Background: an optimization exercise with open tools, aiming at small area. Do not read the settings as production practice. In this exercise RTL edits were held to simulation tests only and were not proved equivalent to the original.

==> design.v <==
`timescale 1ns / 1ps
module fa (
    input wire a,
    input wire b,
    input wire c,
    output wire s,
    output wire co
);
    assign s = a ^ b ^ c;
    assign co = (a & b) | (c & (a ^ b));
endmodule
module ha (
    input wire a,
    input wire b,
    output wire s,
    output wire co
);
    assign s = a ^ b;
    assign co = a & b;
endmodule
module syntropy_core (
    input wire clk,
    input wire rst_n,
    input wire [15:0] voltage_drift,
    input wire [15:0] packet_loss,
    input wire [15:0] temp_variance,
    input wire [15:0] phase_jitter,
    input wire [15:0] threshold,
    input wire enable_learning,
    input wire mesh_broadcast_en,
    output wire stable,
    output reg [15:0] flux_value,
    output reg [15:0] correction_vector,
    output reg [15:0] optimized_params,
    output wire learning_active,
    output wire mesh_broadcast_req,
    input wire [15:0] mesh_flux_in,
    input wire [15:0] mesh_correction_in,
    input wire mesh_valid_in,
    output reg [15:0] mesh_flux_out,
    output reg [15:0] mesh_correction_out,
    output wire mesh_valid_out,
    output wire [7:0] iteration_count,
    output wire [3:0] state,
    output wire error_flag
);
    localparam IDLE = 3'd0, EVAL = 3'd1, LEARN = 3'd2, CORR = 3'd3, BCAST = 3'd4, ERR = 3'd5;
    reg [2:0] cs;         
    reg [2:0] ps;         
    reg [3:0] ic;         
    reg       fin;        
    reg       lflag;      
    reg [15:0] p;         
    reg [15:0] q;         
    reg [15:0] thr;
    reg        len, men;
    assign state = {1'b0, ps};
    assign iteration_count = {4'd0, ic};
    assign stable = (ps == EVAL) && (cs == IDLE);
    assign learning_active = (ps == LEARN) && (cs == LEARN);
    assign mesh_broadcast_req = (ps == BCAST);
    assign mesh_valid_out = (ps == BCAST);
    assign error_flag = (ps == ERR);
    wire in_eval  = (cs == EVAL);
    wire in_learn = (cs == LEARN);
    wire first    = (ps == EVAL);
    wire iter     = in_learn && !fin;
    function automatic [4:0] ceil25(input [6:0] b);
        case (b)
            7'd0: ceil25 = 5'd0;
            7'd1: ceil25 = 5'd1;
            7'd2: ceil25 = 5'd1;
            7'd3: ceil25 = 5'd1;
            7'd4: ceil25 = 5'd1;
            7'd5: ceil25 = 5'd1;
            7'd6: ceil25 = 5'd2;
            7'd7: ceil25 = 5'd2;
            7'd8: ceil25 = 5'd2;
            7'd9: ceil25 = 5'd2;
            7'd10: ceil25 = 5'd2;
            7'd11: ceil25 = 5'd3;
            7'd12: ceil25 = 5'd3;
            7'd13: ceil25 = 5'd3;
            7'd14: ceil25 = 5'd3;
            7'd15: ceil25 = 5'd3;
            7'd16: ceil25 = 5'd4;
            7'd17: ceil25 = 5'd4;
            7'd18: ceil25 = 5'd4;
            7'd19: ceil25 = 5'd4;
            7'd20: ceil25 = 5'd4;
            7'd21: ceil25 = 5'd5;
            7'd22: ceil25 = 5'd5;
            7'd23: ceil25 = 5'd5;
            7'd24: ceil25 = 5'd5;
            7'd25: ceil25 = 5'd5;
            7'd26: ceil25 = 5'd6;
            7'd27: ceil25 = 5'd6;
            7'd28: ceil25 = 5'd6;
            7'd29: ceil25 = 5'd6;
            7'd30: ceil25 = 5'd6;
            7'd31: ceil25 = 5'd7;
            7'd32: ceil25 = 5'd7;
            7'd33: ceil25 = 5'd7;
            7'd34: ceil25 = 5'd7;
            7'd35: ceil25 = 5'd7;
            7'd36: ceil25 = 5'd8;
            7'd37: ceil25 = 5'd8;
            7'd38: ceil25 = 5'd8;
            7'd39: ceil25 = 5'd8;
            7'd40: ceil25 = 5'd8;
            7'd41: ceil25 = 5'd9;
            7'd42: ceil25 = 5'd9;
            7'd43: ceil25 = 5'd9;
            7'd44: ceil25 = 5'd9;
            7'd45: ceil25 = 5'd9;
            7'd46: ceil25 = 5'd9;
            7'd47: ceil25 = 5'd10;
            7'd48: ceil25 = 5'd10;
            7'd49: ceil25 = 5'd10;
            7'd50: ceil25 = 5'd10;
            7'd51: ceil25 = 5'd10;
            7'd52: ceil25 = 5'd11;
            7'd53: ceil25 = 5'd11;
            7'd54: ceil25 = 5'd11;
            7'd55: ceil25 = 5'd11;
            7'd56: ceil25 = 5'd11;
            7'd57: ceil25 = 5'd12;
            7'd58: ceil25 = 5'd12;
            7'd59: ceil25 = 5'd12;
            7'd60: ceil25 = 5'd12;
            7'd61: ceil25 = 5'd12;
            7'd62: ceil25 = 5'd13;
            7'd63: ceil25 = 5'd13;
            7'd64: ceil25 = 5'd13;
            7'd65: ceil25 = 5'd13;
            7'd66: ceil25 = 5'd13;
            7'd67: ceil25 = 5'd14;
            7'd68: ceil25 = 5'd14;
            7'd69: ceil25 = 5'd14;
            7'd70: ceil25 = 5'd14;
            7'd71: ceil25 = 5'd14;
            7'd72: ceil25 = 5'd15;
            7'd73: ceil25 = 5'd15;
            7'd74: ceil25 = 5'd15;
            7'd75: ceil25 = 5'd15;
            7'd76: ceil25 = 5'd15;
            7'd77: ceil25 = 5'd16;
            7'd78: ceil25 = 5'd16;
            7'd79: ceil25 = 5'd16;
            7'd80: ceil25 = 5'd16;
            7'd81: ceil25 = 5'd16;
            7'd82: ceil25 = 5'd17;
            7'd83: ceil25 = 5'd17;
            7'd84: ceil25 = 5'd17;
            7'd85: ceil25 = 5'd17;
            7'd86: ceil25 = 5'd17;
            7'd87: ceil25 = 5'd17;
            7'd88: ceil25 = 5'd18;
            7'd89: ceil25 = 5'd18;
            7'd90: ceil25 = 5'd18;
            7'd91: ceil25 = 5'd18;
            7'd92: ceil25 = 5'd18;
            7'd93: ceil25 = 5'd19;
            7'd94: ceil25 = 5'd19;
            7'd95: ceil25 = 5'd19;
            7'd96: ceil25 = 5'd19;
            7'd97: ceil25 = 5'd19;
            7'd98: ceil25 = 5'd20;
            7'd99: ceil25 = 5'd20;
            7'd100: ceil25 = 5'd20;
            7'd101: ceil25 = 5'd20;
            7'd102: ceil25 = 5'd20;
            7'd103: ceil25 = 5'd21;
            7'd104: ceil25 = 5'd21;
            7'd105: ceil25 = 5'd21;
            7'd106: ceil25 = 5'd21;
            7'd107: ceil25 = 5'd21;
            7'd108: ceil25 = 5'd22;
            7'd109: ceil25 = 5'd22;
            7'd110: ceil25 = 5'd22;
            7'd111: ceil25 = 5'd22;
            7'd112: ceil25 = 5'd22;
            7'd113: ceil25 = 5'd23;
            7'd114: ceil25 = 5'd23;
            7'd115: ceil25 = 5'd23;
            7'd116: ceil25 = 5'd23;
            7'd117: ceil25 = 5'd23;
            7'd118: ceil25 = 5'd24;
            7'd119: ceil25 = 5'd24;
            7'd120: ceil25 = 5'd24;
            7'd121: ceil25 = 5'd24;
            7'd122: ceil25 = 5'd24;
            7'd123: ceil25 = 5'd25;
            7'd124: ceil25 = 5'd25;
            7'd125: ceil25 = 5'd25;
            7'd126: ceil25 = 5'd25;
            7'd127: ceil25 = 5'd25;
            default: ceil25 = 5'd0;
        endcase
    endfunction
    wire sw_w1 = ~voltage_drift[1];
    wire sw_w2 = voltage_drift[1];
    wire sw_w3 = ~(voltage_drift[2] ^ packet_loss[2]);
    wire sw_w4 = voltage_drift[2] | packet_loss[2];
    wire sw_w5 = ~(voltage_drift[3] ^ packet_loss[3]);
    wire sw_w6 = voltage_drift[3] | packet_loss[3];
    wire sw_w7 = ~(voltage_drift[4] ^ packet_loss[4]);
    wire sw_w8 = voltage_drift[4] | packet_loss[4];
    wire sw_w9 = ~(voltage_drift[5] ^ packet_loss[5]);
    wire sw_w10 = voltage_drift[5] | packet_loss[5];
    wire sw_w11 = ~(voltage_drift[6] ^ packet_loss[6]);
    wire sw_w12 = voltage_drift[6] | packet_loss[6];
    wire sw_w13 = ~(voltage_drift[7] ^ packet_loss[7]);
    wire sw_w14 = voltage_drift[7] | packet_loss[7];
    wire sw_w15, sw_w16;
    ha sw_ha16 (.a(voltage_drift[0]), .b(packet_loss[0]), .s(sw_w15), .co(sw_w16));
    wire sw_w17, sw_w18;
    fa sw_fa18 (.a(packet_loss[1]), .b(phase_jitter[1]), .c(temp_variance[9]), .s(sw_w17), .co(sw_w18));
    wire sw_w19, sw_w20;
    fa sw_fa20 (.a(phase_jitter[2]), .b(temp_variance[10]), .c(sw_w3), .s(sw_w19), .co(sw_w20));
    wire sw_w21, sw_w22;
    fa sw_fa22 (.a(phase_jitter[3]), .b(temp_variance[11]), .c(sw_w5), .s(sw_w21), .co(sw_w22));
    wire sw_w23, sw_w24;
    fa sw_fa24 (.a(phase_jitter[4]), .b(temp_variance[12]), .c(sw_w7), .s(sw_w23), .co(sw_w24));
    wire sw_w25, sw_w26;
    fa sw_fa26 (.a(phase_jitter[5]), .b(temp_variance[13]), .c(sw_w9), .s(sw_w25), .co(sw_w26));
    wire sw_w27, sw_w28;
    fa sw_fa28 (.a(phase_jitter[6]), .b(temp_variance[14]), .c(sw_w11), .s(sw_w27), .co(sw_w28));
    wire sw_w29, sw_w30;
    fa sw_fa30 (.a(phase_jitter[7]), .b(temp_variance[15]), .c(sw_w13), .s(sw_w29), .co(sw_w30));
    wire sw_w31, sw_w32;
    fa sw_fa32 (.a(voltage_drift[8]), .b(packet_loss[8]), .c(phase_jitter[8]), .s(sw_w31), .co(sw_w32));
    wire sw_w33 = ~(voltage_drift[9] ^ packet_loss[9]);
    wire sw_w34 = voltage_drift[9] | packet_loss[9];
    wire sw_w35 = ~(voltage_drift[10] ^ packet_loss[10]);
    wire sw_w36 = voltage_drift[10] | packet_loss[10];
    wire sw_w37 = ~(voltage_drift[11] ^ packet_loss[11]);
    wire sw_w38 = voltage_drift[11] | packet_loss[11];
    wire sw_w39 = ~(voltage_drift[12] ^ packet_loss[12]);
    wire sw_w40 = voltage_drift[12] | packet_loss[12];
    wire sw_w41 = ~(voltage_drift[13] ^ packet_loss[13]);
    wire sw_w42 = voltage_drift[13] | packet_loss[13];
    wire sw_w43 = ~(voltage_drift[14] ^ packet_loss[14]);
    wire sw_w44 = voltage_drift[14] | packet_loss[14];
    wire sw_w45 = ~(voltage_drift[15] ^ packet_loss[15]);
    wire sw_w46 = voltage_drift[15] | packet_loss[15];
    wire sw_w47, sw_w48;
    ha sw_ha48 (.a(phase_jitter[0]), .b(temp_variance[8]), .s(sw_w47), .co(sw_w48));
    wire sw_w49, sw_w50;
    fa sw_fa50 (.a(sw_w1), .b(sw_w17), .c(sw_w16), .s(sw_w49), .co(sw_w50));
    wire sw_w51, sw_w52;
    fa sw_fa52 (.a(sw_w2), .b(sw_w19), .c(sw_w18), .s(sw_w51), .co(sw_w52));
    wire sw_w53, sw_w54;
    fa sw_fa54 (.a(sw_w4), .b(sw_w21), .c(sw_w20), .s(sw_w53), .co(sw_w54));
    wire sw_w55, sw_w56;
    fa sw_fa56 (.a(sw_w6), .b(sw_w23), .c(sw_w22), .s(sw_w55), .co(sw_w56));
    wire sw_w57, sw_w58;
    fa sw_fa58 (.a(sw_w8), .b(sw_w25), .c(sw_w24), .s(sw_w57), .co(sw_w58));
    wire sw_w59, sw_w60;
    fa sw_fa60 (.a(sw_w10), .b(sw_w27), .c(sw_w26), .s(sw_w59), .co(sw_w60));
    wire sw_w61, sw_w62;
    fa sw_fa62 (.a(sw_w12), .b(sw_w29), .c(sw_w28), .s(sw_w61), .co(sw_w62));
    wire sw_w63, sw_w64;
    fa sw_fa64 (.a(sw_w14), .b(sw_w31), .c(sw_w30), .s(sw_w63), .co(sw_w64));
    wire sw_w65, sw_w66;
    fa sw_fa66 (.a(phase_jitter[9]), .b(sw_w33), .c(sw_w32), .s(sw_w65), .co(sw_w66));
    wire sw_w67, sw_w68;
    fa sw_fa68 (.a(phase_jitter[10]), .b(sw_w35), .c(sw_w34), .s(sw_w67), .co(sw_w68));
    wire sw_w69, sw_w70;
    fa sw_fa70 (.a(phase_jitter[11]), .b(sw_w37), .c(sw_w36), .s(sw_w69), .co(sw_w70));
    wire sw_w71, sw_w72;
    fa sw_fa72 (.a(phase_jitter[12]), .b(sw_w39), .c(sw_w38), .s(sw_w71), .co(sw_w72));
    wire sw_w73, sw_w74;
    fa sw_fa74 (.a(phase_jitter[13]), .b(sw_w41), .c(sw_w40), .s(sw_w73), .co(sw_w74));
    wire sw_w75, sw_w76;
    fa sw_fa76 (.a(phase_jitter[14]), .b(sw_w43), .c(sw_w42), .s(sw_w75), .co(sw_w76));
    wire sw_w77, sw_w78;
    fa sw_fa78 (.a(phase_jitter[15]), .b(sw_w45), .c(sw_w44), .s(sw_w77), .co(sw_w78));
    wire sw_w79 = ~(sw_w15 ^ sw_w47);
    wire sw_w80 = sw_w15 | sw_w47;
    wire sw_w81, sw_w82;
    fa sw_fa82 (.a(sw_w49), .b(sw_w48), .c(sw_w80), .s(sw_w81), .co(sw_w82));
    wire sw_w83, sw_w84;
    fa sw_fa84 (.a(sw_w51), .b(sw_w50), .c(sw_w82), .s(sw_w83), .co(sw_w84));
    wire sw_w85, sw_w86;
    fa sw_fa86 (.a(sw_w53), .b(sw_w52), .c(sw_w84), .s(sw_w85), .co(sw_w86));
    wire sw_w87, sw_w88;
    fa sw_fa88 (.a(sw_w55), .b(sw_w54), .c(sw_w86), .s(sw_w87), .co(sw_w88));
    wire sw_w89, sw_w90;
    fa sw_fa90 (.a(sw_w57), .b(sw_w56), .c(sw_w88), .s(sw_w89), .co(sw_w90));
    wire sw_w91, sw_w92;
    fa sw_fa92 (.a(sw_w59), .b(sw_w58), .c(sw_w90), .s(sw_w91), .co(sw_w92));
    wire sw_w93, sw_w94;
    fa sw_fa94 (.a(sw_w61), .b(sw_w60), .c(sw_w92), .s(sw_w93), .co(sw_w94));
    wire sw_w95, sw_w96;
    fa sw_fa96 (.a(sw_w63), .b(sw_w62), .c(sw_w94), .s(sw_w95), .co(sw_w96));
    wire sw_w97, sw_w98;
    fa sw_fa98 (.a(sw_w65), .b(sw_w64), .c(sw_w96), .s(sw_w97), .co(sw_w98));
    wire sw_w99, sw_w100;
    fa sw_fa100 (.a(sw_w67), .b(sw_w66), .c(sw_w98), .s(sw_w99), .co(sw_w100));
    wire sw_w101, sw_w102;
    fa sw_fa102 (.a(sw_w69), .b(sw_w68), .c(sw_w100), .s(sw_w101), .co(sw_w102));
    wire sw_w103, sw_w104;
    fa sw_fa104 (.a(sw_w71), .b(sw_w70), .c(sw_w102), .s(sw_w103), .co(sw_w104));
    wire sw_w105, sw_w106;
    fa sw_fa106 (.a(sw_w73), .b(sw_w72), .c(sw_w104), .s(sw_w105), .co(sw_w106));
    wire sw_w107, sw_w108;
    fa sw_fa108 (.a(sw_w75), .b(sw_w74), .c(sw_w106), .s(sw_w107), .co(sw_w108));
    wire sw_w109, sw_w110;
    fa sw_fa110 (.a(sw_w77), .b(sw_w76), .c(sw_w108), .s(sw_w109), .co(sw_w110));
    wire [15:0] nfc = {sw_w109, sw_w107, sw_w105, sw_w103, sw_w101, sw_w99, sw_w97, sw_w95, sw_w93, sw_w91, sw_w89, sw_w87, sw_w85, sw_w83, sw_w81, sw_w79};
    wire [15:0] flux_calc = ~nfc;
    wire ev_w1 = ~(thr[0] ^ nfc[0]);
    wire ev_w2 = thr[0] | nfc[0];
    wire ev_w3, ev_w4;
    fa ev_fa4 (.a(thr[1]), .b(nfc[1]), .c(ev_w2), .s(ev_w3), .co(ev_w4));
    wire ev_w5, ev_w6;
    fa ev_fa6 (.a(thr[2]), .b(nfc[2]), .c(ev_w4), .s(ev_w5), .co(ev_w6));
    wire ev_w7, ev_w8;
    fa ev_fa8 (.a(thr[3]), .b(nfc[3]), .c(ev_w6), .s(ev_w7), .co(ev_w8));
    wire ev_w9, ev_w10;
    fa ev_fa10 (.a(thr[4]), .b(nfc[4]), .c(ev_w8), .s(ev_w9), .co(ev_w10));
    wire ev_w11, ev_w12;
    fa ev_fa12 (.a(thr[5]), .b(nfc[5]), .c(ev_w10), .s(ev_w11), .co(ev_w12));
    wire ev_w13, ev_w14;
    fa ev_fa14 (.a(thr[6]), .b(nfc[6]), .c(ev_w12), .s(ev_w13), .co(ev_w14));
    wire ev_w15, ev_w16;
    fa ev_fa16 (.a(thr[7]), .b(nfc[7]), .c(ev_w14), .s(ev_w15), .co(ev_w16));
    wire ev_w17, ev_w18;
    fa ev_fa18 (.a(thr[8]), .b(nfc[8]), .c(ev_w16), .s(ev_w17), .co(ev_w18));
    wire ev_w19, ev_w20;
    fa ev_fa20 (.a(thr[9]), .b(nfc[9]), .c(ev_w18), .s(ev_w19), .co(ev_w20));
    wire ev_w21, ev_w22;
    fa ev_fa22 (.a(thr[10]), .b(nfc[10]), .c(ev_w20), .s(ev_w21), .co(ev_w22));
    wire ev_w23, ev_w24;
    fa ev_fa24 (.a(thr[11]), .b(nfc[11]), .c(ev_w22), .s(ev_w23), .co(ev_w24));
    wire ev_w25, ev_w26;
    fa ev_fa26 (.a(thr[12]), .b(nfc[12]), .c(ev_w24), .s(ev_w25), .co(ev_w26));
    wire ev_w27, ev_w28;
    fa ev_fa28 (.a(thr[13]), .b(nfc[13]), .c(ev_w26), .s(ev_w27), .co(ev_w28));
    wire ev_w29, ev_w30;
    fa ev_fa30 (.a(thr[14]), .b(nfc[14]), .c(ev_w28), .s(ev_w29), .co(ev_w30));
    wire ev_w31, ev_w32;
    fa ev_fa32 (.a(thr[15]), .b(nfc[15]), .c(ev_w30), .s(ev_w31), .co(ev_w32));
    wire ev_w33 = ~ev_w32;
    wire ev_w34 = ev_w32;
    wire [16:0] ev = {ev_w33, ev_w31, ev_w29, ev_w27, ev_w25, ev_w23, ev_w21, ev_w19, ev_w17, ev_w15, ev_w13, ev_w11, ev_w9, ev_w7, ev_w5, ev_w3, ev_w1};
    wire stable_c = ev[16] | (ev[15:0] == 16'd0);            
    wire [7:0] qhm1;
    wire [8:0] qhb;
    assign qhb[0] = 1'b1;
    genvar gi;
    generate
        for (gi = 0; gi < 8; gi = gi + 1) begin : qdecr
            assign qhm1[gi] = q[8 + gi] ^ qhb[gi];
            assign qhb[gi + 1] = qhb[gi] & ~q[8 + gi];
        end
    endgenerate
    wire qhz = qhb[8];                                      
    wire [15:0] qx = fin ? q : {7'h7f, ~qhz, qhm1};
    wire nx_w1, nx_w2;
    ha nx_ha2 (.a(p[1]), .b(p[0]), .s(nx_w1), .co(nx_w2));
    wire nx_w3, nx_w4;
    fa nx_fa4 (.a(p[2]), .b(p[1]), .c(qx[2]), .s(nx_w3), .co(nx_w4));
    wire nx_w5, nx_w6;
    fa nx_fa6 (.a(p[3]), .b(p[2]), .c(qx[3]), .s(nx_w5), .co(nx_w6));
    wire nx_w7, nx_w8;
    fa nx_fa8 (.a(p[4]), .b(p[3]), .c(qx[4]), .s(nx_w7), .co(nx_w8));
    wire nx_w9, nx_w10;
    fa nx_fa10 (.a(p[5]), .b(p[4]), .c(qx[5]), .s(nx_w9), .co(nx_w10));
    wire nx_w11, nx_w12;
    fa nx_fa12 (.a(p[6]), .b(p[5]), .c(qx[6]), .s(nx_w11), .co(nx_w12));
    wire nx_w13, nx_w14;
    fa nx_fa14 (.a(p[7]), .b(p[6]), .c(qx[7]), .s(nx_w13), .co(nx_w14));
    wire nx_w15, nx_w16;
    fa nx_fa16 (.a(p[8]), .b(p[7]), .c(qx[8]), .s(nx_w15), .co(nx_w16));
    wire nx_w17, nx_w18;
    fa nx_fa18 (.a(p[9]), .b(p[8]), .c(qx[9]), .s(nx_w17), .co(nx_w18));
    wire nx_w19, nx_w20;
    fa nx_fa20 (.a(p[10]), .b(p[9]), .c(qx[10]), .s(nx_w19), .co(nx_w20));
    wire nx_w21, nx_w22;
    fa nx_fa22 (.a(p[11]), .b(p[10]), .c(qx[11]), .s(nx_w21), .co(nx_w22));
    wire nx_w23, nx_w24;
    fa nx_fa24 (.a(p[12]), .b(p[11]), .c(qx[12]), .s(nx_w23), .co(nx_w24));
    wire nx_w25, nx_w26;
    fa nx_fa26 (.a(p[13]), .b(p[12]), .c(qx[13]), .s(nx_w25), .co(nx_w26));
    wire nx_w27, nx_w28;
    fa nx_fa28 (.a(p[14]), .b(p[13]), .c(qx[14]), .s(nx_w27), .co(nx_w28));
    wire nx_w29, nx_w30;
    fa nx_fa30 (.a(p[15]), .b(p[14]), .c(qx[15]), .s(nx_w29), .co(nx_w30));
    wire nx_w31, nx_w32;
    ha nx_ha32 (.a(p[0]), .b(qx[0]), .s(nx_w31), .co(nx_w32));
    wire nx_w33, nx_w34;
    fa nx_fa34 (.a(qx[1]), .b(nx_w1), .c(nx_w32), .s(nx_w33), .co(nx_w34));
    wire nx_w35, nx_w36;
    fa nx_fa36 (.a(nx_w3), .b(nx_w2), .c(nx_w34), .s(nx_w35), .co(nx_w36));
    wire nx_w37, nx_w38;
    fa nx_fa38 (.a(nx_w5), .b(nx_w4), .c(nx_w36), .s(nx_w37), .co(nx_w38));
    wire nx_w39, nx_w40;
    fa nx_fa40 (.a(nx_w7), .b(nx_w6), .c(nx_w38), .s(nx_w39), .co(nx_w40));
    wire nx_w41, nx_w42;
    fa nx_fa42 (.a(nx_w9), .b(nx_w8), .c(nx_w40), .s(nx_w41), .co(nx_w42));
    wire nx_w43, nx_w44;
    fa nx_fa44 (.a(nx_w11), .b(nx_w10), .c(nx_w42), .s(nx_w43), .co(nx_w44));
    wire nx_w45, nx_w46;
    fa nx_fa46 (.a(nx_w13), .b(nx_w12), .c(nx_w44), .s(nx_w45), .co(nx_w46));
    wire nx_w47, nx_w48;
    fa nx_fa48 (.a(nx_w15), .b(nx_w14), .c(nx_w46), .s(nx_w47), .co(nx_w48));
    wire nx_w49, nx_w50;
    fa nx_fa50 (.a(nx_w17), .b(nx_w16), .c(nx_w48), .s(nx_w49), .co(nx_w50));
    wire nx_w51, nx_w52;
    fa nx_fa52 (.a(nx_w19), .b(nx_w18), .c(nx_w50), .s(nx_w51), .co(nx_w52));
    wire nx_w53, nx_w54;
    fa nx_fa54 (.a(nx_w21), .b(nx_w20), .c(nx_w52), .s(nx_w53), .co(nx_w54));
    wire nx_w55, nx_w56;
    fa nx_fa56 (.a(nx_w23), .b(nx_w22), .c(nx_w54), .s(nx_w55), .co(nx_w56));
    wire nx_w57, nx_w58;
    fa nx_fa58 (.a(nx_w25), .b(nx_w24), .c(nx_w56), .s(nx_w57), .co(nx_w58));
    wire nx_w59, nx_w60;
    fa nx_fa60 (.a(nx_w27), .b(nx_w26), .c(nx_w58), .s(nx_w59), .co(nx_w60));
    wire nx_w61, nx_w62;
    fa nx_fa62 (.a(nx_w29), .b(nx_w28), .c(nx_w60), .s(nx_w61), .co(nx_w62));
    wire [15:0] nx = {nx_w61, nx_w59, nx_w57, nx_w55, nx_w53, nx_w51, nx_w49, nx_w47, nx_w45, nx_w43, nx_w41, nx_w39, nx_w37, nx_w35, nx_w33, nx_w31};
    wire [15:0] nf = lflag ? nx : ~flux_value;               
    wire [15:0] f = ~nf;
    wire er_w1 = ~(thr[0] ^ nf[0]);
    wire er_w2 = thr[0] | nf[0];
    wire er_w3, er_w4;
    fa er_fa4 (.a(thr[1]), .b(nf[1]), .c(er_w2), .s(er_w3), .co(er_w4));
    wire er_w5, er_w6;
    fa er_fa6 (.a(thr[2]), .b(nf[2]), .c(er_w4), .s(er_w5), .co(er_w6));
    wire er_w7, er_w8;
    fa er_fa8 (.a(thr[3]), .b(nf[3]), .c(er_w6), .s(er_w7), .co(er_w8));
    wire er_w9, er_w10;
    fa er_fa10 (.a(thr[4]), .b(nf[4]), .c(er_w8), .s(er_w9), .co(er_w10));
    wire er_w11, er_w12;
    fa er_fa12 (.a(thr[5]), .b(nf[5]), .c(er_w10), .s(er_w11), .co(er_w12));
    wire er_w13, er_w14;
    fa er_fa14 (.a(thr[6]), .b(nf[6]), .c(er_w12), .s(er_w13), .co(er_w14));
    wire er_w15, er_w16;
    fa er_fa16 (.a(thr[7]), .b(nf[7]), .c(er_w14), .s(er_w15), .co(er_w16));
    wire er_w17, er_w18;
    fa er_fa18 (.a(thr[8]), .b(nf[8]), .c(er_w16), .s(er_w17), .co(er_w18));
    wire er_w19, er_w20;
    fa er_fa20 (.a(thr[9]), .b(nf[9]), .c(er_w18), .s(er_w19), .co(er_w20));
    wire er_w21, er_w22;
    fa er_fa22 (.a(thr[10]), .b(nf[10]), .c(er_w20), .s(er_w21), .co(er_w22));
    wire er_w23, er_w24;
    fa er_fa24 (.a(thr[11]), .b(nf[11]), .c(er_w22), .s(er_w23), .co(er_w24));
    wire er_w25, er_w26;
    fa er_fa26 (.a(thr[12]), .b(nf[12]), .c(er_w24), .s(er_w25), .co(er_w26));
    wire er_w27, er_w28;
    fa er_fa28 (.a(thr[13]), .b(nf[13]), .c(er_w26), .s(er_w27), .co(er_w28));
    wire er_w29, er_w30;
    fa er_fa30 (.a(thr[14]), .b(nf[14]), .c(er_w28), .s(er_w29), .co(er_w30));
    wire er_w31, er_w32;
    fa er_fa32 (.a(thr[15]), .b(nf[15]), .c(er_w30), .s(er_w31), .co(er_w32));
    wire er_w33 = ~er_w32;
    wire er_w34 = er_w32;
    wire [16:0] e = {er_w33, er_w31, er_w29, er_w27, er_w25, er_w23, er_w21, er_w19, er_w17, er_w15, er_w13, er_w11, er_w9, er_w7, er_w5, er_w3, er_w1};
    wire [6:0] b  = e[6:0];
    wire       nz = |b;
    wire [4:0] cb = ceil25(b);
    wire y_w1 = ~e[16];
    wire y_w2 = ~y_w1;
    wire y_w3 = y_w1;
    wire y_w4 = ~e[14];
    wire y_w5 = e[14];
    wire y_w6 = ~e[15];
    wire y_w7 = e[15];
    wire y_w8, y_w9;
    ha y_ha9 (.a(e[11]), .b(e[8]), .s(y_w8), .co(y_w9));
    wire y_w10, y_w11;
    fa y_fa11 (.a(e[12]), .b(e[9]), .c(e[8]), .s(y_w10), .co(y_w11));
    wire y_w12, y_w13;
    fa y_fa13 (.a(e[13]), .b(e[10]), .c(e[9]), .s(y_w12), .co(y_w13));
    wire y_w14, y_w15;
    fa y_fa15 (.a(e[14]), .b(e[11]), .c(e[10]), .s(y_w14), .co(y_w15));
    wire y_w16, y_w17;
    fa y_fa17 (.a(e[15]), .b(e[12]), .c(e[11]), .s(y_w16), .co(y_w17));
    wire y_w18, y_w19;
    fa y_fa19 (.a(e[13]), .b(e[12]), .c(y_w2), .s(y_w18), .co(y_w19));
    wire y_w20, y_w21;
    fa y_fa21 (.a(e[13]), .b(y_w4), .c(y_w3), .s(y_w20), .co(y_w21));
    wire y_w22, y_w23;
    fa y_fa23 (.a(e[14]), .b(y_w6), .c(y_w5), .s(y_w22), .co(y_w23));
    wire y_w24 = ~e[16];
    wire y_w25, y_w26;
    fa y_fa26 (.a(y_w24), .b(e[15]), .c(y_w7), .s(y_w25), .co(y_w26));
    wire y_w27, y_w28;
    ha y_ha28 (.a(e[10]), .b(e[7]), .s(y_w27), .co(y_w28));
    wire y_w29, y_w30;
    fa y_fa30 (.a(e[7]), .b(y_w8), .c(y_w28), .s(y_w29), .co(y_w30));
    wire y_w31, y_w32;
    fa y_fa32 (.a(y_w10), .b(y_w9), .c(y_w30), .s(y_w31), .co(y_w32));
    wire y_w33, y_w34;
    fa y_fa34 (.a(y_w12), .b(y_w11), .c(y_w32), .s(y_w33), .co(y_w34));
    wire y_w35, y_w36;
    fa y_fa36 (.a(y_w14), .b(y_w13), .c(y_w34), .s(y_w35), .co(y_w36));
    wire y_w37, y_w38;
    fa y_fa38 (.a(y_w16), .b(y_w15), .c(y_w36), .s(y_w37), .co(y_w38));
    wire y_w39, y_w40;
    fa y_fa40 (.a(y_w18), .b(y_w17), .c(y_w38), .s(y_w39), .co(y_w40));
    wire y_w41, y_w42;
    fa y_fa42 (.a(y_w20), .b(y_w19), .c(y_w40), .s(y_w41), .co(y_w42));
    wire y_w43, y_w44;
    fa y_fa44 (.a(y_w22), .b(y_w21), .c(y_w42), .s(y_w43), .co(y_w44));
    wire y_w45, y_w46;
    fa y_fa46 (.a(y_w25), .b(y_w23), .c(y_w44), .s(y_w45), .co(y_w46));
    wire y_w47 = ~e[16];
    wire y_w48, y_w49;
    fa y_fa49 (.a(y_w47), .b(y_w26), .c(y_w46), .s(y_w48), .co(y_w49));
    wire y_w50 = ~y_w49;
    wire y_w51 = y_w49;
    wire [14:0] y = {y_w50, y_w48, y_w45, y_w43, y_w41, y_w39, y_w37, y_w35, y_w33, y_w31, y_w29, y_w27, e[9], e[8], e[7]};
    wire pu_w1, pu_w2;
    ha pu_ha2 (.a(p[0]), .b(y[0]), .s(pu_w1), .co(pu_w2));
    wire pu_w3, pu_w4;
    fa pu_fa4 (.a(p[1]), .b(y[1]), .c(cb[1]), .s(pu_w3), .co(pu_w4));
    wire pu_w5, pu_w6;
    fa pu_fa6 (.a(p[2]), .b(y[2]), .c(cb[2]), .s(pu_w5), .co(pu_w6));
    wire pu_w7, pu_w8;
    fa pu_fa8 (.a(p[3]), .b(y[3]), .c(cb[3]), .s(pu_w7), .co(pu_w8));
    wire pu_w9, pu_w10;
    fa pu_fa10 (.a(p[4]), .b(y[4]), .c(cb[4]), .s(pu_w9), .co(pu_w10));
    wire pu_w11, pu_w12;
    ha pu_ha12 (.a(p[5]), .b(y[5]), .s(pu_w11), .co(pu_w12));
    wire pu_w13, pu_w14;
    ha pu_ha14 (.a(p[6]), .b(y[6]), .s(pu_w13), .co(pu_w14));
    wire pu_w15, pu_w16;
    ha pu_ha16 (.a(p[7]), .b(y[7]), .s(pu_w15), .co(pu_w16));
    wire pu_w17, pu_w18;
    ha pu_ha18 (.a(p[8]), .b(y[8]), .s(pu_w17), .co(pu_w18));
    wire pu_w19, pu_w20;
    ha pu_ha20 (.a(p[9]), .b(y[9]), .s(pu_w19), .co(pu_w20));
    wire pu_w21, pu_w22;
    ha pu_ha22 (.a(p[10]), .b(y[10]), .s(pu_w21), .co(pu_w22));
    wire pu_w23, pu_w24;
    ha pu_ha24 (.a(p[11]), .b(y[11]), .s(pu_w23), .co(pu_w24));
    wire pu_w25, pu_w26;
    ha pu_ha26 (.a(p[12]), .b(y[12]), .s(pu_w25), .co(pu_w26));
    wire pu_w27, pu_w28;
    ha pu_ha28 (.a(p[13]), .b(y[13]), .s(pu_w27), .co(pu_w28));
    wire pu_w29 = ~y[14];
    wire pu_w30 = ~(p[14] ^ pu_w29);
    wire pu_w31 = p[14] | pu_w29;
    wire pu_w32 = ~p[15];
    wire pu_w33 = p[15];
    wire pu_w34, pu_w35;
    ha pu_ha35 (.a(cb[0]), .b(pu_w1), .s(pu_w34), .co(pu_w35));
    wire pu_w36, pu_w37;
    fa pu_fa37 (.a(pu_w3), .b(pu_w2), .c(pu_w35), .s(pu_w36), .co(pu_w37));
    wire pu_w38, pu_w39;
    fa pu_fa39 (.a(pu_w5), .b(pu_w4), .c(pu_w37), .s(pu_w38), .co(pu_w39));
    wire pu_w40, pu_w41;
    fa pu_fa41 (.a(pu_w7), .b(pu_w6), .c(pu_w39), .s(pu_w40), .co(pu_w41));
    wire pu_w42, pu_w43;
    fa pu_fa43 (.a(pu_w9), .b(pu_w8), .c(pu_w41), .s(pu_w42), .co(pu_w43));
    wire pu_w44, pu_w45;
    fa pu_fa45 (.a(pu_w11), .b(pu_w10), .c(pu_w43), .s(pu_w44), .co(pu_w45));
    wire pu_w46, pu_w47;
    fa pu_fa47 (.a(pu_w13), .b(pu_w12), .c(pu_w45), .s(pu_w46), .co(pu_w47));
    wire pu_w48, pu_w49;
    fa pu_fa49 (.a(pu_w15), .b(pu_w14), .c(pu_w47), .s(pu_w48), .co(pu_w49));
    wire pu_w50, pu_w51;
    fa pu_fa51 (.a(pu_w17), .b(pu_w16), .c(pu_w49), .s(pu_w50), .co(pu_w51));
    wire pu_w52, pu_w53;
    fa pu_fa53 (.a(pu_w19), .b(pu_w18), .c(pu_w51), .s(pu_w52), .co(pu_w53));
    wire pu_w54, pu_w55;
    fa pu_fa55 (.a(pu_w21), .b(pu_w20), .c(pu_w53), .s(pu_w54), .co(pu_w55));
    wire pu_w56, pu_w57;
    fa pu_fa57 (.a(pu_w23), .b(pu_w22), .c(pu_w55), .s(pu_w56), .co(pu_w57));
    wire pu_w58, pu_w59;
    fa pu_fa59 (.a(pu_w25), .b(pu_w24), .c(pu_w57), .s(pu_w58), .co(pu_w59));
    wire pu_w60, pu_w61;
    fa pu_fa61 (.a(pu_w27), .b(pu_w26), .c(pu_w59), .s(pu_w60), .co(pu_w61));
    wire pu_w62, pu_w63;
    fa pu_fa63 (.a(pu_w30), .b(pu_w28), .c(pu_w61), .s(pu_w62), .co(pu_w63));
    wire pu_w64, pu_w65;
    fa pu_fa65 (.a(pu_w32), .b(pu_w31), .c(pu_w63), .s(pu_w64), .co(pu_w65));
    wire [15:0] pu = {pu_w64, pu_w62, pu_w60, pu_w58, pu_w56, pu_w54, pu_w52, pu_w50, pu_w48, pu_w46, pu_w44, pu_w42, pu_w40, pu_w38, pu_w36, pu_w34};
    wire ylo_nz = |y[7:0];
    wire ylo_hi = y[7] & y[6] & y[5] & (y[4] | y[3]);        
    wire cadd   = nz ? ylo_hi : ylo_nz;
    wire qn_w1, qn_w2;
    ha qn_ha2 (.a(q[0]), .b(nz), .s(qn_w1), .co(qn_w2));
    wire qn_w3, qn_w4;
    ha qn_ha4 (.a(q[1]), .b(qn_w2), .s(qn_w3), .co(qn_w4));
    wire qn_w5, qn_w6;
    ha qn_ha6 (.a(q[2]), .b(qn_w4), .s(qn_w5), .co(qn_w6));
    wire qn_w7, qn_w8;
    ha qn_ha8 (.a(q[3]), .b(qn_w6), .s(qn_w7), .co(qn_w8));
    wire qn_w9, qn_w10;
    ha qn_ha10 (.a(q[4]), .b(qn_w8), .s(qn_w9), .co(qn_w10));
    wire qn_w11, qn_w12;
    ha qn_ha12 (.a(q[5]), .b(qn_w10), .s(qn_w11), .co(qn_w12));
    wire qn_w13, qn_w14;
    ha qn_ha14 (.a(q[6]), .b(qn_w12), .s(qn_w13), .co(qn_w14));
    wire [7:0] qn = {qn_w14, qn_w13, qn_w11, qn_w9, qn_w7, qn_w5, qn_w3, qn_w1};
    wire ql_w1, ql_w2;
    fa ql_fa2 (.a(qn[0]), .b(y[8]), .c(cadd), .s(ql_w1), .co(ql_w2));
    wire ql_w3, ql_w4;
    fa ql_fa4 (.a(qn[1]), .b(y[9]), .c(ql_w2), .s(ql_w3), .co(ql_w4));
    wire ql_w5, ql_w6;
    fa ql_fa6 (.a(qn[2]), .b(y[10]), .c(ql_w4), .s(ql_w5), .co(ql_w6));
    wire ql_w7, ql_w8;
    fa ql_fa8 (.a(qn[3]), .b(y[11]), .c(ql_w6), .s(ql_w7), .co(ql_w8));
    wire ql_w9, ql_w10;
    fa ql_fa10 (.a(qn[4]), .b(y[12]), .c(ql_w8), .s(ql_w9), .co(ql_w10));
    wire ql_w11, ql_w12;
    fa ql_fa12 (.a(qn[5]), .b(y[13]), .c(ql_w10), .s(ql_w11), .co(ql_w12));
    wire ql_w13, ql_w14;
    fa ql_fa14 (.a(qn[6]), .b(y[14]), .c(ql_w12), .s(ql_w13), .co(ql_w14));
    wire [7:0] ql = {ql_w14, ql_w13, ql_w11, ql_w9, ql_w7, ql_w5, ql_w3, ql_w1};
    wire qinc = (qn[7] ^ ql[7]) ? ~y[14] : (qn[7] & y[14]);
    wire qdec = ~qn[7] & ~ql[7] & y[14];
    wire [8:0] qh = q[15:7];
    reg  [8:0] qh_new;
    integer k;
    always @* begin
        for (k = 0; k < 9; k = k + 1)
            qh_new[k] = qh[k] ^ ((qinc & ((qh & ((9'd1 << k) - 9'd1)) == ((9'd1 << k) - 9'd1))) |
                                 (qdec & ((qh & ((9'd1 << k) - 9'd1)) == 9'd0)));
    end
    wire [15:0] qu = {qh_new, ql[6:0]};
    wire ovf = flux_calc[15] | pu[15] | qu[15];
    always @(posedge clk) begin
        thr <= threshold;
        len <= enable_learning;
        men <= mesh_broadcast_en;
    end
    always @(posedge clk or negedge rst_n) begin
        if (!rst_n) begin
            cs <= IDLE;
            ps <= IDLE;
            ic <= 4'd0;
            fin <= 1'b0;
            lflag <= 1'b0;
            p <= 16'd0;
            q <= 16'd0;
            flux_value <= 16'd0;
            correction_vector <= 16'd0;
            optimized_params <= 16'd0;
            mesh_flux_out <= 16'd0;
            mesh_correction_out <= 16'd0;
        end else begin
            ps <= cs;
            case (cs)
                IDLE: cs <= ovf ? ERR : EVAL;
                EVAL: cs <= stable_c ? IDLE : (len ? LEARN : CORR);
                LEARN: if (fin) cs <= CORR;
                CORR: cs <= BCAST;
                BCAST: cs <= IDLE;
                ERR: cs <= ERR;
                default: cs <= IDLE;
            endcase
            fin <= iter && !first && ic[3] && ic[0];
            if (in_eval) begin
                flux_value <= flux_calc;
                lflag <= 1'b0;
                correction_vector <= ev[16] ? 16'd0 : ev[15:0];
            end
            if (iter) begin
                p <= pu;
                q <= qu;
                lflag <= 1'b1;
                ic <= first ? 4'd1 : ic + 4'd1;
            end
            if (fin) optimized_params <= nx;
            if (cs == CORR && men && mesh_valid_in) correction_vector <= mesh_correction_in;
            if (cs == BCAST) begin
                mesh_flux_out <= f;
                mesh_correction_out <= correction_vector;
            end
        end
    end
endmodule
==> flow/run.sh <==
#!/bin/bash
set -euo pipefail
bash standard.sh synth > synth.log 2>&1
bash standard.sh 'BUFFER_PORTS_ARGS=-buffer_cell sky130_fd_sc_hd__buf_1' finish > layout.log 2>&1
==> standard.sh <==
#!/bin/bash
# synth_recipe.tcl (not shown) runs the flow's synth.tcl, then flattens the netlist and writes it again
# the make line also repeats each setting of config.mk as NAME=value (left out here)
make -C /OpenROAD-flow-scripts/flow DESIGN_CONFIG=/design/flow/config.mk WORK_HOME=/design/flow/orfs CLKGATE_MAP_FILE= SYNTH_SCRIPT=/design/flow/synth_recipe.tcl "${@:-finish}"
==> config.mk <==
export PLATFORM = sky130hd
export DESIGN_NAME = syntropy_core
export DESIGN_NICKNAME = syntropy_core
export VERILOG_FILES = /design/flow/design.v
export SDC_FILE = /design/flow/constraint.sdc
export NUM_CORES = 4
export LEC_CHECK = 0
export CAP_MARGIN = 20
export CORE_MARGIN = 2
export CORE_UTILIZATION = 40
export CTS_BUF_LIST = sky130_fd_sc_hd__clkbuf_8
export CTS_CLUSTER_DIAMETER = 100
export CTS_CLUSTER_SIZE = 30
export GPL_TIMING_DRIVEN = 0
export SLEW_MARGIN = 20
export SYNTH_HIERARCHICAL = 1
==> constraint.sdc <==
create_clock -name core_clock -period 13.0 [get_ports {clk}]
set_input_delay 2.6000 -clock core_clock [delete_from_list [all_inputs] [get_ports {clk}]]
set_output_delay 2.6000 -clock core_clock [all_outputs]
set_load 0.01 [all_outputs]
==> impl_results.md, run 1 <==
* Top routing layer in use: met4
* Largest net degree at the start of global routing at 32
* Clk sinks at 142
* Worst-Skew Late Latency at roughly 450 ps
* Compound-gate portion of the synthesized area at approximately 7.6%
* DRC at 0
* Die height at 160.5 um
* Maxcap violations at 0
* Synth area leader: dfrtp_1
* Fmax at a little under 0.08 GHz
* Worst slew pin tran at roughly 1100 ps
* Syn Inst Count at ~860
* Vias in the first global route at roughly 7,400
* Synth top area share at a little under a third
* Final worst setup slack at 171.8 ps
* Wire per inst at 17.43 um
* Area Overhead vs Synth at 20.50%
* Mean post-synth cell area at 11.34 um^2
* WL met2 at ~12,000 um
* Required @ worst endpoint at around 13,000 ps
* Iteration-0 DRC Markers at roughly 420
* DRT Wirelength at between 20,000 and 25,000 um
* Critical path's most frequent cell: fa_2
* Register area share after synthesis at a little over a third
* Post-Route Skew at approximately 14 ps
* Status: complete, no violations
* Initial antenna violation count at 0
* Final hold viol count at 0
* Antenna diodes at 0
* Die ar. at between 0.02 and 0.03 mm^2
* Simple-Gate Fraction of Synth Area at under 10%
* Total track usage at approximately a fifth
* Slew margin rel. at between 20 and 30%
* Slew Viols, Final at 0
* Number of port buffers at about 180
* FF+latch count, synth at 142
* Met1 wire length at 11,170 um
* Vias per inst at ~5.0
* Critical path capture point type: flip-flop
* Adder-cell share of the synthesized area at 35.05%
* Fraction of layout cells with a size suffix above 1 at roughly 16%
* Hpwl dp at between 20,000 and 25,000 um
* Startpoint Class: flip-flop
* Final Core Density at roughly half
* H-tree Lvls at 4
* Yosys Warn Count at 7
* Core Area at 0.02418 mm^2
* HP Class: reg -> reg
* Nets at around 1,400
* CP top delay family: adder cells
* Final cycle utilization of the critical path at a little over nine tenths
* Via count at between 7,000 and 8,000
* Max Buffers Root-to-Sink at 2
* Setup violators final at 0
* # rows at 57
* Synth area leaders: dfrtp_1, fa_1, ha_1, inv_1, nand2_1
* # IOs at between 200 and 250
* Dpl ws at -1060 ps
* Die Width at between 150 and 200 um
* Mux share of post-synthesis cell area at 5.731%
* Synthesized area at 0.009802 mm^2
* Setup CP Type: reg -> reg
* WP data arrival at between 10,000 and 15,000 ps
* CP max stage cell: fa_2
* CP Buf/Inv Count at 3
* Worst-path clk slew at about 90 ps
* Starting Density at 40.54%
* # fillers at between 2,000 and 2,500
* EDFF count, synth at 0
* Root buffer cell: clkbuf_8
* First-pass GRT wire length at about 40,000 um
* CP max FO at 4
* Num CTS Buffers at 17
* Slowest stage delay, CP at 590 ps
* XOR/XNOR share of the synthesized area at around 1.1%
* GPL Wtd Cong at between 0.9 and 1
* Antenna Nets Post-Route at 0
* Post-synth ARST share at roughly 87%
* CTS tree: yes
* Largest family of logic cells by synthesized area: adder cells
* Routed wl met3 at between 1500 and 2000 um
* RSZ-0062 raised after global routing: true
* Synth unique cells at 59
* Total grt overflow at 0
* Fin crit period at ~13,000 ps
* DRT Pass-1 Iters at 6
* Ys flop type: dfrtp_1
## cells by family after synthesis
family	count (synthesis)
AOI/OAI and AO/OA	115
DFF	142
xor gates and xnor gates	12
adders and majority gates	190
other	1
buffers and inverters	150
and+or+nand+nor	202
muxes	52
## sequential cells by signal, indices dropped and copies added (netlist names), 3 cells and up
signal	cells
correction_vector	16
cs	3
flux_value	16
ic	4
mesh_correction_out	16
mesh_flux_out	16
optimized_params	16
p	16
ps	3
q	16
thr	16
## per-layer routing
layer	global-route usage, %	up-vias
li1	-	3266
met4	5.364	0
met3	4.804	20
met5	0	-
met2	31.50	229
met1	29.03	3565
## final cells by class
cell class,instances,area [um^2],share of cell area (%)
Sequential cell,142,3467,29.35
Clock inverter,14,132.6,1.123
Inverter,110,415.4,3.517
Multi-Input combinational cell,576,6055,51.26
Buffer,40,200.2,1.695
Timing Repair Buffer,203,888.4,7.521
Clock buffer,18,247.7,2.097
Tap cell,324,405.4,3.432
## cell usage in the layout (no fill, tap or decap), types with 7 or more instances in the layout
master,Yosys,final
nand2_1,105,104
buf_1,1,184
ha_1,49,46
clkbuf_8,0,18
inv_2,2,8
xnor2_1,10,9
mux2_2,32,32
nor2_1,45,44
dfrtp_1,124,121
inv_1,108,102
mux2i_2,0,9
o21ai_0,12,8
fa_2,0,45
o21ai_1,15,15
clkbuf_1,31,29
dfxtp_1,18,18
fa_1,141,96
a21oi_1,48,47
a222oi_1,15,15
buf_4,6,20
nand3_1,7,7
nor2b_1,9,9
## stage by stage
stage          hold WS (ps)  TNS [ps]  instances  cell area [um^2]
2_1_floorplan         348.7         0        868              9868
3_3_place_gp          355.4     -6159       1376             10960
3_5_place_dp          358.3     -8229       1380             11050
4_1_cts               382.7         0       1422             11680
5_1_grt               392.1    -668.8       1427             11810
6_report              381.9         0       1427             11810
## synthesized netlist by cell type, types with 3 or more instances
library cell	count
fa_1	141
dfrtp_1	124
inv_1	108
nand2_1	105
ha_1	49
a21oi_1	48
nor2_1	45
mux2_2	32
clkbuf_1	31
mux2i_1	19
dfxtp_1	18
a222oi_1	15
o21ai_1	15
o21ai_0	12
xnor2_1	10
nor2b_1	9
nand3_1	7
buf_4	6
nor3_1	6
nand4_1	4
nor3b_1	4
nor4_1	4
o211ai_1	4
nor4b_1	3
## modules after synthesis (local to each module, per instance)
module / cells / flops+latches / times used
syntropy_core: 699 / 142 / 1
fa: 1 / 0 / 141
ha: 1 / 0 / 24
## final timing paths
check	startpoint	slack (ps)	cells after the start	endpoint
worst min-delay path	cs[1]$_DFFE_PN0N_	380	0	ps[1]$_DFF_PN0_
worst max-delay path	q[8]$_DFFE_PN0P_	170	38	q[15]$_DFFE_PN0P_
min in group asynchronous	rst_n	2090	1	q[12]$_DFFE_PN0P_
max in group asynchronous	rst_n	10160	3	flux_value[4]$_DFFE_PN0P_
worst max register to register	q[8]$_DFFE_PN0P_	170	38	q[15]$_DFFE_PN0P_
worst min register to register	cs[1]$_DFFE_PN0N_	380	0	ps[1]$_DFF_PN0_
## what timing repair did
action                                  CTS  global route
pin swaps                                29            12
endpoints found under the setup margin   12             6
gates resized for setup                  53            27
hold buffers                              0             0
setup buffers                            10             5
## worst register-to-register path, delay by kind of cell (launching register included)
kind	cells	cell delay [ps]
AND/OR/NAND/NOR	2	500
AO/OA/AOI/OAI	3	900
adder cells (fa/ha/maj)	28	10340
flip-flops	1	430
XOR/XNOR	1	150
multiplexers	1	180
buffers and inverters	3	220
==> run 2, diff against run 1 <==
--- a/config.mk
+++ b/config.mk
@@ -7,10 +7,8 @@
 export LEC_CHECK = 0
 export CAP_MARGIN = 20
 export CORE_MARGIN = 2
-export CORE_UTILIZATION = 40
+export CORE_UTILIZATION = 60
 export CTS_BUF_LIST = sky130_fd_sc_hd__clkbuf_8
-export CTS_CLUSTER_DIAMETER = 100
-export CTS_CLUSTER_SIZE = 30
 export GPL_TIMING_DRIVEN = 0
 export SLEW_MARGIN = 20
 export SYNTH_HIERARCHICAL = 1
==> impl_results.md, run 2 <==
* Largest net degree at the start of global routing at 32
* # IOs at approximately 210
* Number of port buffers at roughly 180
* Starting Density at between 60% and 70%
* Via count at 7,174
* Total track usage at between 20% and 30%
* CP max stage cell: fa_2
* Nets at 1,404
* Die height at approximately 130 um
* Critical path's most frequent cell: fa_2
* Final cycle utilization of the critical path at a little over nine tenths
* Worst-Skew Late Latency at about 460 ps
* CTS tree: yes
* # rows at 46
* HP Class: reg -> reg
* Die ar. at between 0.015 and 0.02 mm^2
* Final hold viol count at 0
* Commonest cells in the netlist: fa_1, dfrtp_1, inv_1, nand2_1, ha_1
* Vias per inst at between 5 and 6
* WP data arrival at about 13,000 ps
* Slew Viols, Final at 0
* Fin crit period at ~13,000 ps
* Wire per inst at between 15 and 20 um
* Total grt overflow at 0
* EDFF count, synth at 0
* Synth top area share at a little under a third
* CP Buf/Inv Count at 3
* Synth area leader: dfrtp_1
* Fmax at 0.07801 GHz
* Vias in the first global route at around 7,500
* DRT Wirelength at 23,510 um
* Antenna Nets Post-Route at 0
* Clk sinks at ~140
* Critical path capture point type: flip-flop
* Root buffer cell: clkbuf_8
* Status: complete, no violations
* Final worst setup slack at 180.7 ps
* Leading cell type in the layout, fill and taps excluded: buf_1
* Setup violators final at 0
* Worst-path clk slew at 90 ps
* Ys flop type: dfrtp_1
* DRC at 0
* DRT Pass-1 Iters at 8
* Initial antenna violation count at 0
* Max Buffers Root-to-Sink at 2
* Worst slew pin tran at 1007 ps
* GPL Wtd Cong at around 0.86
* Most frequent cells in the layout: buf_1, dfrtp_1, nand2_1
* Synthesized area at 0.009802 mm^2
* Antenna diodes at 0
* Most common cell in the netlist: fa_1
* Core Area at roughly 0.016 mm^2
* Slew margin rel. at about a third
* H-tree Lvls at 4
* Startpoint Class: flip-flop
* CP max FO at 10
* # fillers at approximately 1,200
* Register area at between 0.003 and 0.004 mm^2
* RSZ-0062 raised after global routing: true
* Num CTS Buffers at 17
* Required @ worst endpoint at approximately 13,000 ps
* Multi-input gate area at about 0.0060 mm^2
* Die Width at ~130 um
* Synth area leaders: dfrtp_1, fa_1, ha_1, inv_1, nand2_1
* Fraction of layout cells with a size suffix above 1 at 15.77%
* FF+latch count, synth at 142
* Iteration-0 DRC Markers at between 400 and 500
* Total Negative Setup Slacks at 0 ps
* Post-synth ARST share at 87.32%
* Maxcap violations at 0
* Syn Inst Count at 864
* Hpwl dp at ~19,000 um
* First-pass GRT wire length at roughly 38,000 um
* Dpl ws at -988.9 ps
* Post-Route Skew at 20.14 ps
* CP top delay family: adder cells
* Setup CP Type: reg -> reg
* Area Overhead vs Synth at 19.42%
* Mean post-synth cell area at 11.34 um^2
* Slowest stage delay, CP at roughly 600 ps
* CTS Hold Bufs at 0
* Yosys Warn Count at 7
* Register area share after synthesis at a little over a third
* Synth unique cells at 59
run 2: cell count changes in the layout (fill, tap and decap cells not counted), sizes merged:
cell,change
clkbuf,-1
clkinvlp,-3
inv,+3
buf,+7
bufinv,+1
run 2: cell families after synthesis:
group,count (synthesis),synth area share (%)
compound gates,115,7.583
xor+xnor,12,1.072
fa+ha+maj,190,35.05
buf+inv,150,5.999
flops,142,35.33
mux,52,5.731
other cells,1,0.03826
simple gates,202,9.191
run 2: path summary, 6_finish.rpt:
check	startpoint	to	slack (ps)	depth (start not counted)
worst max-delay path	fin$_DFF_PN0_	q[15]$_DFFE_PN0P_	180	38
worst min-delay path	cs[1]$_DFFE_PN0N_	ps[1]$_DFF_PN0_	390	0
worst max register to register	fin$_DFF_PN0_	q[15]$_DFFE_PN0P_	180	38
worst min register to register	cs[1]$_DFFE_PN0N_	ps[1]$_DFF_PN0_	390	0
max in group asynchronous	rst_n	mesh_correction_out[11]$_DFFE_PN0N_	9960	4
min in group asynchronous	rst_n	q[3]$_DFFE_PN0P_	2060	1
run 2: layout make-up:
cell class	instances	share of cell area [%]
inverters	110	3.528
clock inverters	15	1.625
flip-flops and latches	142	29.61
clock buffers	17	1.999
well taps	216	2.309
plain buffers	40	1.614
repair buffers	210	8.038
multi-input cells	576	51.28
run 2: stage by stage:
| stage | area [um^2] | std cells | util (%) | hold slack, ps |
|---|---|---|---|---|
| after detailed placement | 10910 | 1272 | 68.44 | 361.6 |
| final | 11710 | 1326 | 73.42 | 386.3 |
| after global routing | 11710 | 1326 | 73.42 | 402.1 |
| after floorplan | 9868 | 868 | - | 348.7 |
| after CTS | 11640 | 1322 | 73.03 | 383.4 |
| after global placement | 10830 | 1268 | 67.93 | 350.3 |
run 2: per-layer routing:
| metal | up-vias | share of wire, % | GRT usage (%) | wire (um) |
|---|---|---|---|---|
| met2 | 258 | 48 | 46.02 | 11270 |
| met1 | 3602 | 43 | 39.60 | 10040 |
| met3 | 26 | 7.6 | 7.420 | 1781 |
| met5 | - | 0 | 0 | 0 |
| met4 | 0 | 1.8 | 7.367 | 419 |
| li1 | 3288 | - | - | - |
run 2: Yosys stat by module (local to each module, per instance):
module         flops+latches  cell area (um^2)  times used
fa                         0             20.02         141
ha                         0             12.51          24
syntropy_core            142              6679           1
run 2: worst register-to-register path: cells and delay by family (launching register included):
kind                       cells  cell delay [ps]
DFF                            1              460
and+or+nand+nor                3              620
adders and majority gates     27            10190
buffers and inverters          3              360
muxes                          1               90
AOI/OAI and AO/OA              3              840
xor gates and xnor gates       1              150
run 2: repair_timing:
action                     4_1_cts  5_1_grt
pin swaps                       34       11
setup endpoints to repair       11        6
resized for setup               57        7
buffers inserted                18        4
==> run 3, diff against run 2 <==
--- a/config.mk
+++ b/config.mk
@@ -5,10 +5,10 @@
 export SDC_FILE = /design/flow/constraint.sdc
 export NUM_CORES = 4
 export LEC_CHECK = 0
-export CAP_MARGIN = 20
+export CAP_MARGIN = 0
 export CORE_MARGIN = 2
-export CORE_UTILIZATION = 60
+export CORE_UTILIZATION = 40
 export CTS_BUF_LIST = sky130_fd_sc_hd__clkbuf_8
 export GPL_TIMING_DRIVEN = 0
-export SLEW_MARGIN = 20
+export SLEW_MARGIN = 0
 export SYNTH_HIERARCHICAL = 1
==> impl_results.md, run 3 <==
* Fin cells at ~1,400
* Antenna Nets Post-Route at 0
* Most frequent cells in the layout: buf_1, dfrtp_1, nand2_1
* Vias in the first global route at 7,448
* Post-Route Skew at ~16 ps
* Total track usage at 20.46%
* Core Area at between 0.02 and 0.025 mm^2
* Setup CP Type: reg -> reg
* Register area share after synthesis at 35.33%
* Die Width at between 150 and 200 um
* Synth area leader: dfrtp_1
* Iteration-0 DRC Markers at between 400 and 500
* CTS tree: yes
* HP Class: reg -> reg
* Syn Inst Count at 864
* GPL Wtd Cong at just over 0.9
* Final Core Density at 48.95%
* Clk sinks at roughly 140
* Fin crit period at between 10,000 and 15,000 ps
* Placed cells at approximately 1,400
* Synth top area share at around a third
* Num CTS Buffers at 17
* Final worst setup slack at between 200 and 300 ps
* Maxcap violations at 0
* Status: complete, no violations
* Via count at ~7,100
* Largest net degree at the start of global routing at 38
* Worst r2r path cells at 37
* Synth unique cells at between 50 and 60
* Slew Viols, Final at 0
* FF+latch count, synth at between 100 and 150
* Worst-path clk slew at ~100 ps
* Crit. Startpoint: q[9]$_DFFE_PN0P_
* EDFF count, synth at 0
* Area Overhead vs Synth at 20.74%
* Starting Density at between 40% and 50%
* Final Instance Area at roughly 0.012 mm^2
* Fmax at 0.07865 GHz
* Ys flop type: dfrtp_1
* Yosys Warn Count at 7
* Leading cell type in the layout, fill and taps excluded: buf_1
* DRC at 0
* Total grt overflow at 0
* WP data arrival at 13,070 ps
* RSZ-0062 raised after global routing: true
* Total Negative Setup Slacks at 0 ps
* First-pass GRT wire length at around 40,000 um
* FF-to-FF End: cs[2]$_DFFE_PN0N_
* Worst slew pin tran at between 1000 and 1500 ps
* Setup violators final at 0
* DRT Pass-1 Iters at 6
* Nets at ~1,400
* Critical path capture point type: flip-flop
* # IOs at between 200 and 250
* Vias per inst at around 5
* Die height at 160.5 um
* Final hold viol count at 0
* Slowest stage delay, CP at roughly 590 ps
* Root buffer cell: clkbuf_8
* Antenna diodes at 0
* DRT Wirelength at about 25,000 um
* Critical Path End: cs[2]$_DFFE_PN0N_
* CP max stage cell: fa_2
* Die ar. at 0.02577 mm^2
* Synth area leaders: dfrtp_1, fa_1, ha_1, inv_1, nand2_1
* Initial antenna violation count at 1
* Most common cell in the netlist: fa_1
* Final cycle utilization of the critical path at 97.81%
* H-tree Lvls at 4
* Critical path's most frequent cell: fa_1
* Slew margin rel. at roughly 28%
* Post-synth ARST share at 87.32%
* # rows at 57
* Placed Area at ~0.011 mm^2
* Max Buffers Root-to-Sink at 2
* Fraction of layout cells with a size suffix above 1 at between 10% and 20%
* CP top delay family: adder cells
* Required @ worst endpoint at 13,350 ps
* Startpoint Class: flip-flop
* Commonest cells in the netlist: fa_1, dfrtp_1, inv_1, nand2_1, ha_1
* Wire per inst at 17.61 um
* Worst path depth at 37
* Worst-Skew Late Latency at approximately 460 ps
* R2r startpoint: q[9]$_DFFE_PN0P_
* Hpwl dp at approximately 20,000 um
* Mean post-synth cell area at 11.34 um^2
* CP max FO at 3
* CP Buf/Inv Count at 3
* Number of port buffers at around 180
* WHS at roughly 380 ps
* Synthesized area at between 0.009 and 0.01 mm^2
* R2r setup slk at 290 ps
* Dpl ws at -1039 ps
* CTS Hold Bufs at 0
==> run 3: cell count changes in the layout (fill, tap and decap cells not counted), moves of 2 or more <==
cell      before  now
inv_1        100   98
clkinv_2       0    2
inv_8          7    2
fa_1          99   95
mux2i_2        5    8
mux2i_4        3    5
inv_2         10   12
mux2i_1       11    6
clkinv_4       1    4
fa_2          42   46
==> run 3: how the worst min path moves through the flow <==
stage | slack [ps] | cells past startpoint | endpoint | from
floorplan | 350 | 0 | ps[1]$_DFF_PN0_ | cs[1]$_DFFE_PN0N_
global placement | 360 | 0 | ps[1]$_DFF_PN0_ | cs[1]$_DFFE_PN0N_
detailed placement | 360 | 0 | ps[1]$_DFF_PN0_ | cs[1]$_DFFE_PN0N_
CTS | 390 | 0 | ps[1]$_DFF_PN0_ | cs[1]$_DFFE_PN0N_
global route | 400 | 0 | ps[1]$_DFF_PN0_ | cs[1]$_DFFE_PN0N_
finish | 380 | 0 | ps[1]$_DFF_PN0_ | cs[1]$_DFFE_PN0N_
==> run 3: cells by family after synthesis <==
group / Yosys count / synth area share, %
other: 1 / 0.03826
muxes: 52 / 5.731
and+or+nand+nor: 202 / 9.191
DFF: 142 / 35.33
buffers and inverters: 150 / 5.999
AOI/OAI and AO/OA: 115 / 7.583
xor gates and xnor gates: 12 / 1.072
adders and majority gates: 190 / 35.05
==> run 3: layer usage <==
layer / global-route usage, % / wire length [um] / vias to the layer above
li1: - / - / 3278
met1: 29.23 / 11300 / 3610
met2: 32.27 / 12080 / 218
met3: 4.261 / 1547 / 18
met4: 4.914 / 269 / 2
met5: 0 / 13 / -
==> run 3: final cells by class <==
cell class | instances | area, um^2
fillers | 2262 | 12340
multi-input cells | 576 | 6060
flip-flops and latches | 142 | 3466
repair buffers | 208 | 909.6
inverters | 110 | 412.9
well taps | 324 | 405.4
clock buffers | 17 | 234.0
plain buffers | 40 | 198.9
clock inverters | 15 | 148.9
==> run 3: repair_timing <==
action,CTS,global route
pin swaps,27,8
gates cloned,0,0
buffers inserted,11,10
gates resized for setup,55,28
endpoints found under the setup margin,12,7
hold endpoints to repair,0,0
==> run 3: worst reg2reg max path, delay by kind of cell (launching register included) <==
family | cells | cell delay, ps
compound gates | 4 | 430
fa+ha+maj | 29 | 11330
buf+inv | 3 | 240
flops | 1 | 400
mux | 1 | 200
==> run 3: per-module statistics from Yosys (local to each module, per instance) <==
module | flip-flops and latches | cell area [um^2]
syntropy_core | 142 | 6679
fa | 0 | 20.02
ha | 0 | 12.51

static timing again, ports no longer ideal:
Ports are ideal in the flow. The routed layouts listed here were re-timed in OpenROAD.
Step 1 sets driving cells, clkbuf_16 on the clock port and buf_2 on the other inputs (assumed; they add their load-dependent delay and slew).
Step 2 also shifts input and output timing later by t, the mid clock arrival at the registers, as if the neighbouring blocks saw the same clock.
Three values: ideal, step 1, step 2; two values: the first two.
run	t (ns)	setup WS [ns]	cell pins on the clock port's net
run 1	0.488	0.172 / 0.172 / 0.172	1
run 2	0.493	0.181 / 0.181 / 0.181	1
run 3	0.496	0.285 / 0.285 / 0.285	1
After both steps setup and hold are still met in every run listed.
